What follows belongs to an exercise in optimizing a design on an open flow for small area and a short achievable clock period; a production flow would make more cautious choices.
The RTL was checked by simulation tests, not by an equivalence proof against the original design.

## flow/design.v (module list and top-level ports; edited modules follow where they fit)
// module booth2multiplier: 1986 lines
// module fa: 4 lines
// module ha: 4 lines
module booth2multiplier #(
    parameter bit_width = 32
    )(
    input wire [bit_width-1:0] A,    
    input wire [bit_width-1:0] B,    
    input wire clk, reset_n,
    output wire [2*bit_width-1:0] OUT
);
  // ...
==> flow/run.sh <==
#!/bin/bash
# synth_recipe.tcl (not shown) runs the flow's synth.tcl, then flattens the netlist and writes it again
# the make line also repeats each setting of config.mk as NAME=value (left out here)
make -C /OpenROAD-flow-scripts/flow DESIGN_CONFIG=/design/flow/config.mk WORK_HOME=/design/flow/orfs CLKGATE_MAP_FILE= SYNTH_SCRIPT=/design/flow/synth_recipe.tcl finish
==> flow/config.mk <==
export PLATFORM = sky130hd
export DESIGN_NAME = booth2multiplier
export DESIGN_NICKNAME = booth2multiplier
export VERILOG_FILES = /design/flow/design.v
export SDC_FILE = /design/flow/constraint.sdc
export NUM_CORES = 4
export LEC_CHECK = 0
export CAP_MARGIN = 20
export CORE_MARGIN = 2
export CORE_UTILIZATION = 45
export SETUP_SLACK_MARGIN = 4
export SLEW_MARGIN = 20
export SYNTH_HIERARCHICAL = 1
==> flow/constraint.sdc <==
create_clock -name core_clock -period 13.0 [get_ports {clk}]
set_input_delay 2.6000 -clock core_clock [delete_from_list [all_inputs] [get_ports {clk}]]
set_output_delay 2.6000 -clock core_clock [all_outputs]
set_load 0.01 [all_outputs]
==> key figures, run 1 <==
Timing
  • Hold Violations, Final: 0
  • Final hold slack: 2.88 ns
  • Unrepaired setup endpoints after global routing: yes

Worst setup path
  • CP Data Required Time: 13.29 ns
  • Slowest stage delay, CP: 0.99 ns
  • Critical path class: input port to register
  • Crit-path cells: dlygate4sd2_1 -> a22oi_1 -> xnor2_1 -> fa_1 -> fa_1 -> fa_1 -> fa_2 -> fa_2 -> fa_2 -> ha_4 -> ha_4 -> nand2_2 -> nor2_4 -> nand2_2 -> a211oi_4 -> buf_12 -> o2111ai_4 -> buf_4 -> nand3_2 -> nand2_1 -> a311oi_2

Clocking
  • CTS max path bufs: 2
  • Root Driver: clkbuf_16

Synthesis
  • Yosys warns: 7
  • Syn nets: 3148
  • Multiplexer share of the synthesized area: 0.0184
  • Async S/R FF share, synth: 0
  • Area of the mapped netlist: 24500 um^2
  • Post-synth EDFFs: 0
  • Distinct cells, synth: 71

Floorplanning
  • Initial Utilization: 0.455
  • I/O pins: 130

Placed design
  • IO Port Bufs: 129

Cells and area
  • Filler-free cell count of the finished design: 3205
  • Clkbuf count: 12
  • Final Cell Area: 28900 um^2
  • Max reg flops: 64
  • Area Growth Syn to Fin: 17.9%

GRT
  • GR Layer Usage met3: 0.100
  • Met1 usage: 0.419

Worst hold path
  • WHS Path Cells: 3
  • WHS Endpoint: ff_out[0]

Status
  • Status: complete, no violations

Drt
  • Via total after detailed routing: 21000
  • Wl on met1: 34700 um
==> inputs of run 2 (changes only) <==
--- a/flow/config.mk
+++ b/flow/config.mk
@@ -7,7 +7,6 @@
 export LEC_CHECK = 0
 export CAP_MARGIN = 20
 export CORE_MARGIN = 2
-export CORE_UTILIZATION = 45
-export SETUP_SLACK_MARGIN = 4
+export CORE_UTILIZATION = 30
 export SLEW_MARGIN = 20
 export SYNTH_HIERARCHICAL = 1
==> key figures, run 2 <==
GRT
  • GR Util met2: 0.325
  • Largest net degree at the start of global routing: 79
  • Number of global-route vias before repair: 21100
  • GR Overflow Total: 0
  • Initial antenna violation count: 5
  • Global route hottest layer: met2
  • Met1 usage: 0.280 (-0.139)
  • GR Layer Usage met3: 0.0659 (-0.0342)
  • First-pass GRT wire length: 136000 um
  • Overall routing resource usage: 0.212

Synthesis
  • Synth top area share: 0.358
  • Post-synth EDFFs: 0 (unchanged)
  • Syn nets: 3148 (unchanged)
  • Top-count cell post-synth: xnor2_1
  • Async S/R FF share, synth: 0 (unchanged)
  • Dominant cell type by area after synthesis: fa_1
  • Synth Instances: 2489
  • Synth cell count leaders: xnor2_1, a22oi_1, fa_1
  • Top post-synthesis cells by area: fa_1, xnor2_1, a22oi_1
  • Seq/Total Area, Yosys: 0.0522
  • Top_reg_cell synth: dfxtp_1
  • FF+latch count, synth: 64
  • Area of the mapped netlist: 24500 um^2 (unchanged)
  • Mean Syn Cell Area: 9.86 um^2
  • Yosys warns: 7 (unchanged)
  • Distinct cells, synth: 71 (unchanged)

Cells and area
  • Most frequent cells in the layout: xnor2_1, a22oi_1, fa_1
  • Post-route core utilization: 0.334
  • Biggest regs: ff_out: 64 flops
  • Fillers: 8220
  • Diode count: 0
  • Largest Register: ff_out
  • Most common cell after layout, fill and taps aside: xnor2_1
  • Share of cells above drive strength 1: 0.0669
  • Nets: 3078
  • Max reg flops: 64 (unchanged)
  • Area Growth Syn to Fin: 10.0%

Worst setup path
  • CP Data Required Time: 13.28 ns (about the same)
  • Most frequent CP cell: fa_1
  • Worst setup EP type: register
  • Critical path class: input port to register
  • Crit-path cells: buf_2 -> buf_4 -> nor2b_2 -> a22oi_1 -> xnor2_1 -> fa_1 -> fa_1 -> fa_1 -> fa_1 -> fa_1 -> fa_1 -> ha_1 -> ha_1 -> nand2_1 -> nor2_1 -> nand2_1 -> a211oi_4 -> o211ai_1 -> a21oi_2 -> nor4b_1 -> a211o_1
  • Slowest stage delay, CP: 0.98 ns (about the same)
  • Arr. time, crit path: 10.45 ns
  • Max FO, Critical Path: 78
  • Startpoint Class: input port
  • CP max-delay cell: nor2b_2

Clocking
  • CTS max path bufs: 2 (unchanged)
  • CTS tree: yes
  • Setup bufs post-CTS: 0
  • H-tree Lvls: 3
  • Root Driver: clkbuf_16
  • Cts repair resizes: 0
  • Clock-pin slew on the worst setup and hold paths: 0.08 ns
  • TritonCTS sink count: 64
  • CTS buffer count: 9
  • CTS Hold Bufs: 0

Run
  • Max_cap viols: 0

Timing
  • Final TNS setup: 0 ns
  • Endpoints failing setup: 0
  • Tmin final: 10.16 ns
  • Period utilization: 0.782
  • Final hold slack: 3.00 ns (+0.117 ns)
  • Worst Tran Pin Value: 1.11 ns
  • Hold Violations, Final: 0 (unchanged)
  • Peak Freq: 0.0984 GHz
  • Unrepaired setup endpoints after global routing: no
  • Slew headroom: 0.254
  • Max-slew violation count: 0

Drt
  • Final WL: 90000 um
  • Via total after detailed routing: 20500 (-2.6%)
  • Vias per inst: 5.87
  • DR iter-0 viols: 2468
  • Post-DRT Antenna Nets: 0
  • Post-DR wirelength/cell: 25.9 um
  • Residual DRC count: 0
  • Router iterations before antenna repair: 6

Placed design
  • Routability cong.: 0.910
  • IO Port Bufs: 129 (unchanged)
  • Dpl hpwl: 63500 um

Status
  • Status: complete, no violations

Floorplanning
  • Floorplan die width: 290 um
  • DIE AREA: 84100 um^2
  • Std cell rows: 104
  • Core area: 80800 um^2
  • I/O pins: 130 (unchanged)
  • Initial Utilization: 0.304 (-0.151)
  • Die H: 290 um

Worst hold path
  • Hold/Removal Path Class: input port to register
## run 2: area by class of cell
cell class	instances	area (um^2)	area share
tap	1060	1330	0.0491
multi-input combinational	2051	21900	0.811
sequential	64	1280	0.0474
clock inverter	4	55.1	0.00204
clock buffer	11	243	0.00899
inverter	80	300	0.0111
timing repair buffer	213	1890	0.0699
## run 2: logic make-up (layout without fill, tap and decap cells)
| family | count (synthesis) | after routing | share of synthesized area |
|---|---|---|---|
| AND/OR/NAND/NOR | 243 | 243 | 0.0505 |
| multiplexers | 45 | 45 | 0.0184 |
| XOR/XNOR | 539 | 539 | 0.192 |
| flip-flops | 64 | 64 | 0.0522 |
| AO/OA/AOI/OAI | 631 | 631 | 0.193 |
| buffers and inverters | 374 | 308 | 0.0574 |
| adder cells (fa/ha/maj) | 593 | 593 | 0.437 |
## run 2: metal layers
| layer | routed length, um | up-vias | share of wire |
|---|---|---|---|
| li1 | - | 8414 | - |
| met1 | 35700 | 10400 | 0.40 |
| met2 | 39700 | 1454 | 0.44 |
| met3 | 11100 | 228 | 0.12 |
| met4 | 3540 | 6 | 0.039 |
| met5 | 40 | - | 0.00044 |
## run 2: through the flow
stage               instances  worst slack (ns)  area (um^2)
finish                   3483              2.84        27000
global route             3483              2.48        27000
CTS                      3483              2.94        27000
detailed placement       3468              2.53        26700
global placement         3468              2.67        26700
floorplan                2489              3.95        24500
## run 2: per-module statistics from Yosys (local to each module, per instance)
module            copies in the design  flops+latches
fa                                 434              0
booth2multiplier                     1             64
ha                                  61              0
## run 2: critical path, delay by kind of cell
| kind | cells | cell delay (ns) |
|---|---|---|
| simple gates | 5 | 1.35 |
| buf+inv | 2 | 0.91 |
| fa+ha+maj | 8 | 3.52 |
| xor+xnor | 1 | 0.23 |
| compound gates | 5 | 1.76 |
## run 2: worst paths after layout
kind | from | end | slack, ns | cells after the start
worst min-delay path | reset_n | ff_out[63] | 3.00 | 5
worst max-delay path | reset_n | ff_out[52] | 2.84 | 21

==> what the ideal ports hide <==
How much do the figures lean on ideal ports? The routed layouts below were timed once more, with nothing changed but the port constraints. Step 1 sets driving cells, clkbuf_16 on the clock port and buf_2 on the other inputs (assumed; they add their load-dependent delay and slew). Step 2, shift: input delay + t, output delay - t, t = (earliest + latest rising clock arrival at the registers) / 2. This alone moves slack from input paths to output paths. Slacks: ideal ports / drivers / drivers and shift; pairs: ideal ports / drivers.
run	t, ns	setup slack, ns	clock arrival spread, ns	worst register clock-pin slew, ns
run 1	0.451	4.039 / 4.092 / 3.641	0.010 / 0.010	0.07 / 0.07
run 2	0.455	2.839 / 2.872 / 2.417	0.038 / 0.039	0.10 / 0.10
After both steps every run listed still meets setup and hold. The setup slack of run 2, which loses most, moves by +0.033 ns with the drivers and by -0.422 ns with both steps.
